What follows belongs to an exercise in optimizing a design on an open flow for small area, a short achievable clock period and few clock cycles; a production flow would make more cautious choices. RTL that was checked went through simulation tests only; none was proved equivalent to the original. No functional check of the RTL was part of run 2.

==> flow/design.v (outline; a module is shown in full before it is edited, if it fits) <==
// module csi_fa: 7 lines
// module csi_ha: 7 lines
// module csi_top: 842 lines
module csi_top (
	input  logic        clk,
	input  logic        rst_n,
	input  logic        start,
	output logic [17:0] sram_addr,
	output logic [15:0] sram_wdata,
	output logic        sram_we_n,
	input  logic [15:0] sram_rdata,
	output logic        done
);
  // ...
==> flow/flow/run.sh <==
#!/bin/bash
# Standard ORFS layout with buf_2 port buffers, clock tree options below, and
# timing repair aimed at a 4.3 ns path delay. The constraints stay the design's.
set -euo pipefail
bash standard.sh "BUFFER_PORTS_ARGS=-buffer_cell sky130_fd_sc_hd__buf_2" SETUP_SLACK_MARGIN=12.7 \
  "CTS_ARGS=-sink_clustering_enable -repair_clock_nets -sink_clustering_size 30 -sink_clustering_max_diameter 100 -dont_use_dummy_load -sink_clustering_levels 1" \
  finish > flow.log 2>&1
==> flow/standard.sh <==
#!/bin/bash
# synth_recipe.tcl (not shown) runs the flow's synth.tcl, then flattens the netlist and writes it again
# the make line also repeats each setting of config.mk as NAME=value (left out here)
make -C /OpenROAD-flow-scripts/flow DESIGN_CONFIG=/design/flow/config.mk WORK_HOME=/design/flow/orfs CLKGATE_MAP_FILE= SYNTH_SCRIPT=/design/flow/synth_recipe.tcl "${@:-finish}"
==> flow/config.mk <==
export PLATFORM = sky130hd
export DESIGN_NAME = csi_top
export DESIGN_NICKNAME = csi_top
export VERILOG_FILES = /design/flow/design.v
export SDC_FILE = /design/flow/constraint.sdc
export NUM_CORES = 4
export LEC_CHECK = 0
export CAP_MARGIN = 20
export CORE_MARGIN = 2
export CORE_UTILIZATION = 65
export CTS_CLUSTER_DIAMETER = 100
export CTS_CLUSTER_SIZE = 30
export PLACE_DENSITY = 0.75
export SLEW_MARGIN = 20
export SYNTH_HIERARCHICAL = 1
export SYNTH_MINIMUM_KEEP_SIZE = 0
==> flow/constraint.sdc <==
create_clock -name core_clock -period 17.0 [get_ports {clk}]
set_input_delay 3.4000 -clock core_clock [delete_from_list [all_inputs] [get_ports {clk}]]
set_output_delay 3.4000 -clock core_clock [all_outputs]
set_load 0.01 [all_outputs]
==> results by group, run 1 <==
Run status
  – Status: no timing/DRC/antenna violations

Finish
  – Antenna Cells: 0
  – FFs & Latches: 321
  – Max reg flops: between 80 and 90
  – Seq/total area: 0.3714
  – Count of multi-input gates: 1095

Logic synthesis
  – Seq/Total Area, Yosys: 0.3965
  – Synthesized-area fraction occupied by adder cells: 0.3436
  – Syn Std Cell Area: 19910 um^2
  – Area fraction of the dominant cell type after synthesis: 0.2323
  – Synth Area in Compound Gates: 0.08153
  – Synth async-reset ratio: 0.009346
  – XOR/XNOR share of the synthesized area: 0.02068
  – Synth top cells by count: fa_1, ha_1, dfxtp_1, edfxtp_1, inv_1
  – Post-Synth Simple-Gate Area: 0.07348
  – Largest family of logic cells by synthesized area: adder cells

GRT
  – Largest net degree at the start of global routing: 89

Detailed routing
  – Residual DRC: 0
  – Met3 wire length: 2575 um
  – Met2 wire len: roughly 20000 um

STA
  – Min Tclk post-route: 4.437 ns
  – Least-Margin Pin Slew: ~1.2 ns

Floorplanning
  – N_taps: 396

Placed design
  – Placed wire-length estimate: 31630 um

Clock tree
  – # hold bufs at CTS: 0
  – Total CTS buffers: 15

Setup path
  – Register-to-register setup slack: 12.75 ns
  – Crit end category: output port
  – Critical Path Source Type: flip-flop
  – FF-to-FF Start: ia[3]$_DFF_P_
  – CP peak stage delay: 0.38 ns

Min path
  – Hold Crit Class: flip-flop to flip-flop
Testbench counts, summed over its fixed seeds: cycles 2,304,324.
==> inputs of run 2 (changes only) <==
--- a/flow/design.v
+++ b/flow/design.v
@@ -28,17 +28,17 @@
 localparam logic [17:0] V_BASE   = 18'd57600;
 localparam logic [17:0] RGB_BASE = 18'd146944;
 localparam logic [15:0] C_END    = 16'd38405;
 logic        run;
 logic        we;        
 logic [4:0]  ph;        
 logic [15:0] c;         
 logic [7:0]  col;       
-logic [17:0] wc;        
+logic [16:0] wc;        
 wire [15:0] c_inc;
 assign c_inc[0] = ~c[0];
 wire c_inc_s1, c_inc_c1;
 csi_ha u_c_inc_1 (.a(c[1]), .b(c[0]), .s(c_inc_s1), .co(c_inc_c1));
 assign c_inc[1] = c_inc_s1;
 wire c_inc_s2, c_inc_c2;
 csi_ha u_c_inc_2 (.a(c[2]), .b(c_inc_c1), .s(c_inc_s2), .co(c_inc_c2));
 assign c_inc[2] = c_inc_s2;
@@ -76,17 +76,17 @@
 csi_ha u_c_inc_13 (.a(c[13]), .b(c_inc_c12), .s(c_inc_s13), .co(c_inc_c13));
 assign c_inc[13] = c_inc_s13;
 wire c_inc_s14, c_inc_c14;
 csi_ha u_c_inc_14 (.a(c[14]), .b(c_inc_c13), .s(c_inc_s14), .co(c_inc_c14));
 assign c_inc[14] = c_inc_s14;
 wire c_inc_s15, c_inc_c15;
 csi_ha u_c_inc_15 (.a(c[15]), .b(c_inc_c14), .s(c_inc_s15), .co(c_inc_c15));
 assign c_inc[15] = c_inc_s15;
-wire [17:0] wc_inc;
+wire [16:0] wc_inc;
 assign wc_inc[0] = ~wc[0];
 wire wc_inc_s1, wc_inc_c1;
 csi_ha u_wc_inc_1 (.a(wc[1]), .b(wc[0]), .s(wc_inc_s1), .co(wc_inc_c1));
 assign wc_inc[1] = wc_inc_s1;
 wire wc_inc_s2, wc_inc_c2;
 csi_ha u_wc_inc_2 (.a(wc[2]), .b(wc_inc_c1), .s(wc_inc_s2), .co(wc_inc_c2));
 assign wc_inc[2] = wc_inc_s2;
 wire wc_inc_s3, wc_inc_c3;
@@ -126,19 +126,16 @@
 csi_ha u_wc_inc_14 (.a(wc[14]), .b(wc_inc_c13), .s(wc_inc_s14), .co(wc_inc_c14));
 assign wc_inc[14] = wc_inc_s14;
 wire wc_inc_s15, wc_inc_c15;
 csi_ha u_wc_inc_15 (.a(wc[15]), .b(wc_inc_c14), .s(wc_inc_s15), .co(wc_inc_c15));
 assign wc_inc[15] = wc_inc_s15;
 wire wc_inc_s16, wc_inc_c16;
 csi_ha u_wc_inc_16 (.a(wc[16]), .b(wc_inc_c15), .s(wc_inc_s16), .co(wc_inc_c16));
 assign wc_inc[16] = wc_inc_s16;
-wire wc_inc_s17, wc_inc_c17;
-csi_ha u_wc_inc_17 (.a(wc[17]), .b(wc_inc_c16), .s(wc_inc_s17), .co(wc_inc_c17));
-assign wc_inc[17] = wc_inc_s17;
 wire [7:0] col_inc;
 assign col_inc[0] = ~col[0];
 wire col_inc_s1, col_inc_c1;
 csi_ha u_col_inc_1 (.a(col[1]), .b(col[0]), .s(col_inc_s1), .co(col_inc_c1));
 assign col_inc[1] = col_inc_s1;
 wire col_inc_s2, col_inc_c2;
 csi_ha u_col_inc_2 (.a(col[2]), .b(col_inc_c1), .s(col_inc_s2), .co(col_inc_c2));
 assign col_inc[2] = col_inc_s2;
@@ -785,17 +782,17 @@
 	if (!run) begin
 		ph  <= 5'b00001;
 		c   <= 16'd0;
 		col  <= 8'd155;
 		head <= 1'b0;
 		t157 <= 1'b0;
 		t158 <= 1'b0;
 		t159 <= 1'b0;
-		wc  <= RGB_BASE;
+		wc  <= RGB_BASE[16:0];
 	end else begin
 		ph <= {ph[3:0], ph[4]};
 		if (ph[4]) begin
 			c    <= c_inc;
 			col  <= t159 ? 8'd0 : col_inc;
 			head <= t159;
 			t157 <= (col == 8'd156);
 			t158 <= t157;
@@ -807,17 +804,17 @@
 end
 assign sram_we_n = ~we;
 always_ff @(posedge clk) begin
 	if (ph[0])
 		sram_addr <= {2'b00, c - 16'd4};
 	else if (ph[2])
 		sram_addr <= (c[0] ? U_BASE : V_BASE) + {3'b000, c[15:1]};
 	else
-		sram_addr <= wc;
+		sram_addr <= {1'b1, wc};
 	sram_wdata[15:8] <= ph[1] ? rb : (ph[3] ? bbuf : gg);
 	sram_wdata[7:0]  <= ph[1] ? gg : rb;
 	if (ph[2])
 		bbuf <= rb;
 end
 always_ff @(posedge clk) begin
 	if (ph[3]) begin
 		ycur <= sram_rdata[15:8];
@@ -838,18 +835,17 @@
 			L[10] <= L[5];
 		end
 	end
 end
 always_ff @(posedge clk) begin
 	xcur <= (ph[4] | ph[0]) ? ex(L[5]) : ires;
 	selb <= ph[0] | ph[2];
 	gnu  <= ~(ph[4] ? ex(L[4]) : ires);
-	if (ph[4] | ph[1])
-		gnv <= ~(ph[4] ? ex(L[5]) : ires);
+	gnv  <= ~(ph[4] ? ex(L[5]) : xcur);    
 	ia <= {1'b0, tp0} + {1'b0, tp1};
 	ib <= {1'b0, tm1} + {1'b0, tp2};
 	ic <= {1'b0, tm2} + {1'b0, tp3};
 	rb_hs <= rbt_s[26:16];
 	rb_hc <= rbt_c[26:16];
 	rb_cy <= rb_lo[16];
 	g_hs  <= gt_s[26:16];
 	g_hc  <= gt_c[26:16];
==> run 2 against run 1 <==
- via count grew 3.8%
- count of clock-buffer cells in the layout is the same
- sequential share of layout area fell by 0.69 points
- cell count is 1.5% higher
- non-clock buffer count is 3 lower
- synthesized cell count grew 2.4%
- cell area grew 0.42%
- first-iteration DRC count down 2.8%
- synthesized area grew 0.65%
==> results by group, run 2 <==
Logic synthesis
  – Top cells by area, synth: fa_1, edfxtp_1, dfxtp_1 (unchanged)
  – Synth top cells by count: fa_1, dfxtp_1, ha_1, edfxtp_1, inv_1 (was fa_1, ha_1, dfxtp_1, edfxtp_1, inv_1)
  – Count leader, synth: fa_1 (unchanged)
  – Syn Nets: 2051 (was 2014)
  – Yosys warns: 8 (unchanged)
  – Mapped Cells: 1625 (was 1587)
  – Dominant cell type by area after synthesis: fa_1 (unchanged)
  – Syn Std Cell Area: 20040 um^2 (was 19910 um^2)
  – EDFF count, synth: 136 (was 145)
  – Synth Area per Inst: 12.33 um^2 (was 12.54 um^2)
  – Most used DFF post-synth: dfxtp_1 (unchanged)
  – Seq/Total Area, Yosys: 0.3884 (was 0.3965)
  – Synth async-reset ratio: 0.009375 (was 0.009346)
  – Synthesis-stage register bit count: 320 (was 321)
  – Area fraction of the dominant cell type after synthesis: 0.2308 (was 0.2323)
  – Cell variety after synth: 71 (was 66)

Placed design
  – Post-Place Worst Slack: 12.62 ns (was 12.47 ns)
  – Final GP Congestion: 0.9200 (was 0.8785)
  – Post-DP Area: 20720 um^2 (was 20630 um^2)
  – I/O Buffers: 54 (unchanged)
  – Placed wire-length estimate: 32410 um (was 31630 um)

Detailed routing
  – Met3 wire length: 2559 um (was 2575 um)
  – Highest routed layer: met4 (unchanged)
  – Residual DRC: 0 (unchanged)
  – Vias: 12310 (was 11860)
  – Via density: 5.971 (was 5.843)
  – DR pass1 iterations: 7 (was 5)
  – Antenna Violating Nets Remaining: 0 (unchanged)
  – M1 WL: 19250 um (was 17900 um)
  – Initial drt markers: 853 (was 878)
  – Met2 wire len: 19110 um (was 19510 um)
  – WL final: 41820 um (was 40740 um)
  – WL/cell: 20.29 um (was 20.07 um)

GRT
  – Total GRT Usage: 0.2679 (was 0.2695)
  – Largest net degree at the start of global routing: 67 (was 89)
  – Initial antenna violation count: 0 (unchanged)
  – Total grt overflow: 0 (unchanged)
  – Vias in the first global route: 12740 (was 12540)
  – First-pass GRT wire length: 68190 um (was 65640 um)

Floorplanning
  – Num rows: 64 (unchanged)
  – Starting Density: 0.6567 (was 0.6559)
  – Core Box Area: 30510 um^2 (was 30350 um^2)
  – Die Area: 32240 um^2 (was 32040 um^2)
  – Num ports: 55 (unchanged)
  – Die Wd: 179.6 um (was 179.0 um)
  – Die Span Y: 179.6 um (was 179.0 um)

Min path
  – Hold Crit Depth: 0 (unchanged)
  – Hold Crit Class: flip-flop to flip-flop (unchanged)

Finish
  – Antenna Cells: 0 (unchanged)
  – Final Core Density: 0.7028 (was 0.7035)
  – Most frequent cells in the layout: fa_1, ha_1, dfxtp_1 (unchanged)
  – Max reg flops: 88 (unchanged)
  – Cell area after layout: 21440 um^2 (was 21350 um^2)
  – Fill cell count: 2192 (was 2124)
  – Nets: 2093 (was 2063)
  – Area grow syn2layout: 7.013% (was 7.266%)
  – Regs by FF count: L: 88 flops, sram_addr: 18 flops, wc: 17 flops (was L: 88 flops, sram_addr: 18 flops, wc: 18 flops)
  – Layout cells sized above 1: 0.1117 (was 0.1181)
  – Most common cell after layout, fill and taps aside: fa_1 (unchanged)
  – Top reg by flops: L (unchanged)

STA
  – RSZ-0062 raised after global routing: yes (unchanged)
  – Final hold violation count: 0 (unchanged)
  – Setup violators final: 0 (unchanged)
  – Final Cycle Share: 0.2621 (was 0.2610)
  – Max Fclk: 0.2244 GHz (was 0.2254 GHz)
  – Least-Margin Pin Slew: 1.064 ns (was 1.153 ns)
  – Worst Clk Skew: 0.04841 ns (was 0.07543 ns)
  – Slew Limit Headroom: 0.2879 (was 0.2286)
  – Min Tclk post-route: 4.456 ns (was 4.437 ns)
  – Post-route setup slack: 12.54 ns (was 12.56 ns)
  – Max Slew Vio Count: 0 (unchanged)
  – Setup TNS: 0 ns (unchanged)

Setup path
  – CP max FO: 1 (unchanged)
  – Max stage delay cell, worst path: dfrtp_1 (unchanged)
  – Worst R2R End: xcur[3]$_DFF_P_ (was xcur[7]$_DFF_P_)
  – Critical Path Source Type: flip-flop (unchanged)
  – Cells on worst reg2reg path: 14 (was 13)
  – Register-to-register setup slack: 12.75 ns (about the same)
  – Worst path bufs/invs: 2 (unchanged)
  – Critical path origin: we$_DFF_PN0_ (unchanged)
  – Kind of critical path: flip-flop to output port (unchanged)
  – Worst setup path endpoint: sram_we_n (unchanged)
  – Cell Chain, Critical Path: inv_1 -> buf_2 (unchanged)
  – Crit path max-delay family: flip-flops (unchanged)
  – Levels on crit path: 2 (unchanged)
  – Data required, critical path: 13.60 ns (about the same)
  – FF-to-FF Start: ia[1]$_DFF_P_ (was ia[3]$_DFF_P_)
  – Arr. time, crit path: 1.06 ns (was 1.04 ns)
  – CP peak stage delay: 0.38 ns (about the same)
  – Crit end category: output port (unchanged)

Clock tree
  – CTS clk-pin slew, worst paths: 0.11 ns (about the same)
  – Skew-Pair Late Insertion Delay: 0.52 ns (was 0.53 ns)
  – # hold bufs at CTS: 0 (unchanged)
  – H-tree levels: 1 (unchanged)
  – Total CTS buffers: 15 (unchanged)
  – CTS tree: built (unchanged)
  – Clock Path Buffers: 3 (unchanged)
  – Root Buffer: clkbuf_16 (unchanged)
  – Clock sinks: 320 (was 321)

Run
  – Max-cap violation count: 0 (unchanged)

Run status
  – Status: no timing/DRC/antenna violations (unchanged)
-- run 2: worst register-to-register path, cell delays in order (launching register included) --
cell      delay, ns
dfxtp_2        0.35
ha_4           0.24
fa_1           0.50
fa_1           0.44
fa_2           0.55
fa_1           0.45
ha_4           0.25
a211oi_2       0.21
o211ai_1       0.19
o221ai_2       0.24
buf_4          0.16
buf_6          0.09
nand2_4        0.05
xor2_2         0.15
mux2_4         0.27
-- run 2: worst min path at each step --
| stage | from | endpoint | slack (ns) |
|---|---|---|---|
| 5_1_grt | L[3][0]$_DFFE_PP_ | L[4][0]$_DFFE_PP_ | 0.44 |
| 3_3_place_gp | L[1][5]$_DFFE_PP_ | L[2][5]$_DFFE_PP_ | 0.40 |
| 6_report | L[1][3]$_DFFE_PP_ | L[2][3]$_DFFE_PP_ | 0.43 |
| 4_1_cts | L[1][5]$_DFFE_PP_ | L[2][5]$_DFFE_PP_ | 0.43 |
| 2_1_floorplan | L[1][0]$_DFFE_PP_ | L[2][0]$_DFFE_PP_ | 0.40 |
| 3_5_place_dp | L[1][5]$_DFFE_PP_ | L[2][5]$_DFFE_PP_ | 0.40 |
-- run 2: Yosys stat by module, one instance, submodules excluded --
module | cell area [um^2] | cells
csi_fa | 20.02 | 1
csi_ha | 12.51 | 1
csi_top | 14750 | 1336
-- run 2: layout make-up --
cell class	instances	area, um^2	share of cell area
tap	396	495.5	0.02311
clock buffer	15	375.4	0.01751
inverter	132	495.5	0.02311
multi-input combinational	1129	11760	0.5486
timing repair buffer	69	496.7	0.02317
sequential	320	7815	0.3645
-- run 2: cell families (layout without fill, tap and decap cells) --
family          after synthesis  in the layout  share of synthesized area
mux                          95             95                    0.05377
simple gates                328            328                    0.07831
flops                       320            320                     0.3884
compound gates              251            251                    0.08412
buf+inv                     176            216                    0.03366
xor+xnor                     48             48                    0.02098
fa+ha+maj                   407            407                     0.3407
-- run 2: routing by layer --
metal	track usage	vias up
met2	0.4192	341
met1	0.4032	6224
li1	-	5684
met4	0.06146	0
met3	0.03748	58
met5	0	-
-- run 2: stage by stage --
step | instances | hold WS, ns
2_1_floorplan | 1625 | 0.4003
3_3_place_gp | 2040 | 0.4011
3_5_place_dp | 2040 | 0.4045
4_1_cts | 2056 | 0.4292
5_1_grt | 2061 | 0.4378
6_report | 2061 | 0.4299
-- run 2: timing repair --
item,in CTS,in global routing
gates resized for setup,19,51
setup endpoints to repair,40,46
pin swaps,1,8
setup buffers,1,4

re-timing with driven ports:
The flow's constraints put no driver on any port. The routed layouts listed below were extracted and timed again, unchanged, in two steps.
Step 1 sets driving cells, clkbuf_16 on the clock port and buf_2 on the other inputs (assumed; they add their load-dependent delay and slew).
Step 2 times the ports against the registers' clock, not the clock port: input delays grow and output delays shrink by t, the midpoint of the rising clock arrivals with the driver on.
Three values: ideal ports, drivers, drivers and shift; two values: the first two.
run | t (ns) | slack for setup (ns) | worst hold slack (ns) | latest minus earliest clock arrival (ns) | worst slew at a driven data input, ns
run 1 | 0.542 | 12.563 / 12.509 / 12.752 | 0.381 / 0.381 / 0.381 | 0.077 / 0.077 | 0.03
run 2 | 0.548 | 12.544 / 12.491 / 12.748 | 0.430 / 0.430 / 0.430 | 0.049 / 0.049 | 0.04
After both steps every run listed still meets setup and hold.
